This design comes from an exercise in tuning for small area and a short achievable clock period on the open sky130 flow, not from production work.
At most, simulation tests tie the RTL to the original design; equivalence was not proved.
The flow treats the clock pin as an ideal source. Dropping or thinning the clock tree relies on that and would not hold on a real chip.
Power is estimated from default activity; no workload was simulated.

==> module apb_master, before the edit <==
module apb_master (
  input PCLK,
  input PRESETn,
  input transfer,
  input read_write,
  input  [7:0] write_addr,
  input  [7:0] write_data,
  input  [7:0] read_addr,
  output [7:0] ins_h_n,      
  output [7:0] ins_l_n,      
  output reg [7:0] wdata,    
  output [63:0] lo_n,        
  output reg [7:0] hi,       
  input  [7:0] rdata,
  output reg [7:0] read_data_out
);
  reg st1, st2, st3;         
  reg idle;                  
  reg wr1, wr2, wr3;         
  reg wm;                    
  reg wm4;                   
  reg [7:0] mid_n;           
  reg rd1, rd2;              
  reg [2:0] cnt;             
  reg [7:0] addr;
  reg vis;                   
  reg [7:0] rhold;           
  reg rpol;                  
  reg [7:0] rshadow;
  wire start = idle & transfer;
  wire [7:0] addr_d  = idle ? (read_write ? write_addr : read_addr) : addr;
  always @(posedge PCLK or negedge PRESETn) begin
    if (!PRESETn) begin
      st1 <= 1'b0; st2 <= 1'b0; st3 <= 1'b0;
      idle <= 1'b1;
      wr1 <= 1'b0; wr2 <= 1'b0; wr3 <= 1'b0;
      wm  <= 1'b0;
      rd1 <= 1'b0; rd2 <= 1'b0;
    end else begin
      st1 <= start;
      st2 <= st1;
      st3 <= st2;
      idle <= ~(start | st1 | st2);
      wr1 <= start & read_write;
      wr2 <= wr1;
      wr3 <= wr2;
      wm  <= (start & read_write & (write_addr[1:0] == ~cnt[1:0]))
           | ((wr1 | wr2) & (addr[1:0] == ~cnt[1:0]));
      rd1 <= start & ~read_write;
      rd2 <= rd1;
    end
  end
  wire wnow = wm | wm4;
  assign ins_h_n = ~({8{wnow}} & hi);
  assign ins_l_n = mid_n;
  genvar c;
  wire [7:0]  raddr_d = idle ? read_addr : addr;
  wire [15:0] lo_dec_n;
  wire        vis_d;
  apb_rdec u_rdec (.a(raddr_d[4:0]), .cnt(cnt[1:0]), .lo_n(lo_dec_n), .vis(vis_d));
  wire [2:0] x_now  = {1'b0, addr[1:0]} + cnt + 3'd7;
  wire [2:0] x_next = {1'b0, write_addr[1:0]} + cnt;
  wire [7:0] rbyte = rhold ^ {8{rpol}};
  generate
    for (c = 0; c < 4; c = c + 1) begin : g_lo
      apb_lo_reg u_lo (.PCLK(PCLK), .d(lo_dec_n), .q_n(lo_n[16*c +: 16]));
    end
  endgenerate
  wire take1 = rd1 & vis;    
  wire take2 = rd2 & vis;    
  always @(posedge PCLK) begin
    cnt   <= cnt + 3'd1;
    wm4   <= wr3 & (addr[1:0] == ~cnt[1:0]);
    mid_n <= idle ? ~(8'h1 << write_addr[4:2]) : ~(8'h1 << addr[4:2]);
    addr  <= addr_d;
    if (idle)
      wdata <= write_data ^ {8{x_next[2]}};
    hi    <= idle ? (read_write ? 8'h1 << write_addr[7:5] : 8'h1 << read_addr[7:5])
                  : 8'h1 << addr[7:5];
    vis   <= vis_d;
    if (take1 | take2) begin
      rhold <= rdata;
      rpol  <= x_now[2];
    end
    rshadow <= rbyte;
    read_data_out <= rd2 ? rshadow : rbyte;
  end
endmodule
==> module apb_slave, before the edit <==
module apb_slave (
  input PCLK,
  input [7:0]  ins_h_n,
  input [7:0]  ins_l_n,
  input [7:0]  wdata,
  input [63:0] lo_n,         
  input [7:0]  hi,
  output [7:0] rdata
);
  reg [2047:0] mem;
  genvar h, b, k, i;
  generate
    for (k = 0; k < 64; k = k + 1) begin : g_ring
      wire [7:0] d0;
      wire ins, hold;
      rd_nor2 u_ins (.a(ins_h_n[k/8]), .b(ins_l_n[k%8]), .y(ins));
      rd_or2 u_hold (.a(ins_h_n[k/8]), .b(ins_l_n[k%8]), .y(hold));
      for (b = 0; b < 8; b = b + 1) begin : g_in
        rd_aoi22 u_in (.a1(ins), .a2(wdata[b]), .b1(hold), .b2(mem[(4*k+3)*8+b]), .y(d0[b]));
      end
      always @(posedge PCLK) begin
        mem[(4*k+0)*8 +: 8] <= d0;
        mem[(4*k+1)*8 +: 8] <= mem[(4*k+0)*8 +: 8];
        mem[(4*k+2)*8 +: 8] <= mem[(4*k+1)*8 +: 8];
        mem[(4*k+3)*8 +: 8] <= mem[(4*k+2)*8 +: 8];
      end
    end
    for (b = 0; b < 8; b = b + 1) begin : g_b
      wire [7:0] z;
      for (h = 0; h < 8; h = h + 1) begin : g_grp
        wire [7:0] t;
        wire [3:0] u;
        for (i = 0; i < 8; i = i + 1) begin : g_t
          rd_oai22 u_t (.a1(mem[(4*(8*h+i)+0)*8+b]), .a2(lo_n[16*(h/2)+2*i]),
                        .b1(mem[(4*(8*h+i)+2)*8+b]), .b2(lo_n[16*(h/2)+2*i+1]), .y(t[i]));
        end
        for (i = 0; i < 4; i = i + 1) begin : g_u
          rd_nor2 u_u (.a(t[2*i]), .b(t[2*i+1]), .y(u[i]));
        end
        rd_nand4 u_z (.a(u[0]), .b(u[1]), .c(u[2]), .d(u[3]), .y(z[h]));
      end
      wire [3:0] v;
      for (i = 0; i < 4; i = i + 1) begin : g_v
        rd_aoi22 u_v (.a1(z[2*i]), .a2(hi[2*i]), .b1(z[2*i+1]), .b2(hi[2*i+1]), .y(v[i]));
      end
      rd_and4 u_r (.a(v[0]), .b(v[1]), .c(v[2]), .d(v[3]), .y(rdata[b]));
    end
  endgenerate
endmodule
==> module apb_top, before the edit <==
module apb_top (
 input PCLK,
 input PRESETn,
 input transfer,
 input read_write,
 input  [7:0] write_addr,
 input  [7:0] write_data,
 input  [7:0] read_addr,
 output [7:0] read_data_out
);
 wire [7:0]  ins_h_n;
 wire [7:0]  ins_l_n;
 wire [7:0]  wdata;
 wire [63:0] lo_n;
 wire [7:0]  hi;
 wire [7:0]  rdata;
    apb_master master (
     .PCLK(PCLK), .PRESETn(PRESETn), .transfer(transfer), .read_write(read_write),
     .write_addr(write_addr), .write_data(write_data), .read_addr(read_addr),
     .ins_h_n(ins_h_n), .ins_l_n(ins_l_n), .wdata(wdata), .lo_n(lo_n), .hi(hi),
     .rdata(rdata), .read_data_out(read_data_out)
    );
    apb_slave slave (
     .PCLK(PCLK), .ins_h_n(ins_h_n), .ins_l_n(ins_l_n), .wdata(wdata), .lo_n(lo_n), .hi(hi), .rdata(rdata)
    );
endmodule
export LEC_CHECK = 0
export CAP_MARGIN = 40
export CORE_MARGIN = 2
export CORE_UTILIZATION = 60
export PLACE_DENSITY = 0.7
export SETUP_SLACK_MARGIN = 4.6
export SLEW_MARGIN = 70
export SYNTH_HIERARCHICAL = 1
create_clock -name core_clock -period 7.0 [get_ports {PCLK}]
standard.sh (not shown) runs the stock make flow with config.mk's settings and CLKGATE_MAP_FILE= SYNTH_SCRIPT=/design/flow/synth_recipe.tcl, a recipe that flattens the netlist after the stock synthesis.
==> flow/flow/run.sh <==
#!/bin/bash
# The standard layout (standard.sh) with hooks into its steps:
#   flow/downsize.tcl (PRE_FLOORPLAN_TCL) sets logic cells to their
#     smallest size; the floorplan's repair_timing and the later repair
#     steps size up what timing needs.
#   flow/place_out.tcl (POST_GLOBAL_PLACE_TCL) puts each output register
#     next to its port buffer.
#   flow/clock_tree.tcl (PRE_CTS_TCL) builds a two-level clock tree in place
#     of TritonCTS.
#   The port buffers are buf_2 cells (BUFFER_PORTS_ARGS).
# The make output goes to standard.log here; ORFS keeps each step's own log
# under orfs/logs/.
set -euo pipefail
export PRE_FLOORPLAN_TCL="$PWD/flow/downsize.tcl"
export PRE_CTS_TCL="$PWD/flow/clock_tree.tcl"
export POST_GLOBAL_PLACE_TCL="$PWD/flow/place_out.tcl"
export BUFFER_PORTS_ARGS="-buffer_cell sky130_fd_sc_hd__buf_2"
bash standard.sh > standard.log 2>&1
Other scripts of this flow, unchanged in this note and not shown: flow/flow/clock_tree.tcl, flow/flow/downsize.tcl, flow/flow/place_out.tcl
Rerun with:
--- a/flow/design.v
+++ b/flow/design.v
@@ -9,7 +9,7 @@
   output [7:0] ins_h_n,      
   output [7:0] ins_l_n,      
   output reg [7:0] wdata,    
-  output [63:0] lo_n,        
+  output [31:0] lo_n,        
   output reg [7:0] hi,       
   input  [7:0] rdata,
   output reg [7:0] read_data_out
@@ -62,7 +62,7 @@
   wire [2:0] x_next = {1'b0, write_addr[1:0]} + cnt;
   wire [7:0] rbyte = rhold ^ {8{rpol}};
   generate
-    for (c = 0; c < 4; c = c + 1) begin : g_lo
+    for (c = 0; c < 2; c = c + 1) begin : g_lo
       apb_lo_reg u_lo (.PCLK(PCLK), .d(lo_dec_n), .q_n(lo_n[16*c +: 16]));
     end
   endgenerate
@@ -109,7 +109,7 @@
   input [7:0]  ins_h_n,
   input [7:0]  ins_l_n,
   input [7:0]  wdata,
-  input [63:0] lo_n,         
+  input [31:0] lo_n,         
   input [7:0]  hi,
   output [7:0] rdata
 );
@@ -122,7 +122,7 @@
       rd_nor2 u_ins (.a(ins_h_n[k/8]), .b(ins_l_n[k%8]), .y(ins));
       rd_or2 u_hold (.a(ins_h_n[k/8]), .b(ins_l_n[k%8]), .y(hold));
       for (b = 0; b < 8; b = b + 1) begin : g_in
-        rd_aoi22 u_in (.a1(ins), .a2(wdata[b]), .b1(hold), .b2(mem[(4*k+3)*8+b]), .y(d0[b]));
+        rd_oai22 u_in (.a1(mem[(4*k+3)*8+b]), .a2(ins), .b1(wdata[b]), .b2(hold), .y(d0[b]));
       end
       always @(posedge PCLK) begin
         mem[(4*k+0)*8 +: 8] <= d0;
@@ -137,8 +137,8 @@
         wire [7:0] t;
         wire [3:0] u;
         for (i = 0; i < 8; i = i + 1) begin : g_t
-          rd_oai22 u_t (.a1(mem[(4*(8*h+i)+0)*8+b]), .a2(lo_n[16*(h/2)+2*i]),
-                        .b1(mem[(4*(8*h+i)+2)*8+b]), .b2(lo_n[16*(h/2)+2*i+1]), .y(t[i]));
+          rd_oai22 u_t (.a1(mem[(4*(8*h+i)+0)*8+b]), .a2(lo_n[16*(h/4)+2*i]),
+                        .b1(mem[(4*(8*h+i)+2)*8+b]), .b2(lo_n[16*(h/4)+2*i+1]), .y(t[i]));
         end
         for (i = 0; i < 4; i = i + 1) begin : g_u
           rd_nor2 u_u (.a(t[2*i]), .b(t[2*i+1]), .y(u[i]));
@@ -184,7 +184,7 @@
  wire [7:0]  ins_h_n;
  wire [7:0]  ins_l_n;
  wire [7:0]  wdata;
- wire [63:0] lo_n;
+ wire [31:0] lo_n;
  wire [7:0]  hi;
  wire [7:0]  rdata;
     apb_master master (
After rerunning:
- worst setup slack hardly moves
- register-to-register slack hardly moves
- cell area went down by 1.0%
- sequential cell count went down by 32
- first-iteration DRC count went down by 18%
- fmax stays flat
- worst hold slack gets better by 0.0058 ns
- die area went down by about 2.5%
- via count went down by about 0.65%
- clock power went down by about 1%
- sequential power went down by about 4%
- total power went down by about 0.44%
- core utilization went up by 0.84 points
- wire length went down by about 4%
Function not checked in the first run of this note: the RTL went through the layout flow alone. No run of this note takes its clock network from TritonCTS; it comes from the design's own scripts or RTL.

-- what the ideal ports hide --
The flow's constraints put no driver on any port. The routed layouts listed below were extracted and timed again, unchanged, in two steps. Step 1 (the two cells are an assumption about what drives the block):
set clk [get_ports {PCLK}]
set_driving_cell -lib_cell sky130_fd_sc_hd__clkbuf_16 $clk
set_driving_cell -lib_cell sky130_fd_sc_hd__buf_2 [delete_from_list [all_inputs] $clk]
Step 2 times the ports against the registers' clock, not the clock port: input delays grow and output delays shrink by t, the midpoint of the rising clock arrivals with the driver on. Slacks: no drivers / after step 1 / after step 2; pairs: no drivers / after step 1.
run	shift t [ns]	setup WS [ns]	hold WS [ns]	worst setup path after step 2	clock arrival spread, ns
the first run	0.661	4.642 / 4.481 / 4.127	0.324 / 0.324 / 0.324	input to register	0.024 / 0.023
the second run	0.643	4.645 / 4.490 / 4.224	0.330 / 0.330 / 0.330	input to register	0.021 / 0.021
After both steps every run listed still meets setup and hold. The setup slack of the first run, which loses most, moves by -0.161 ns with the drivers and by -0.515 ns with both steps.
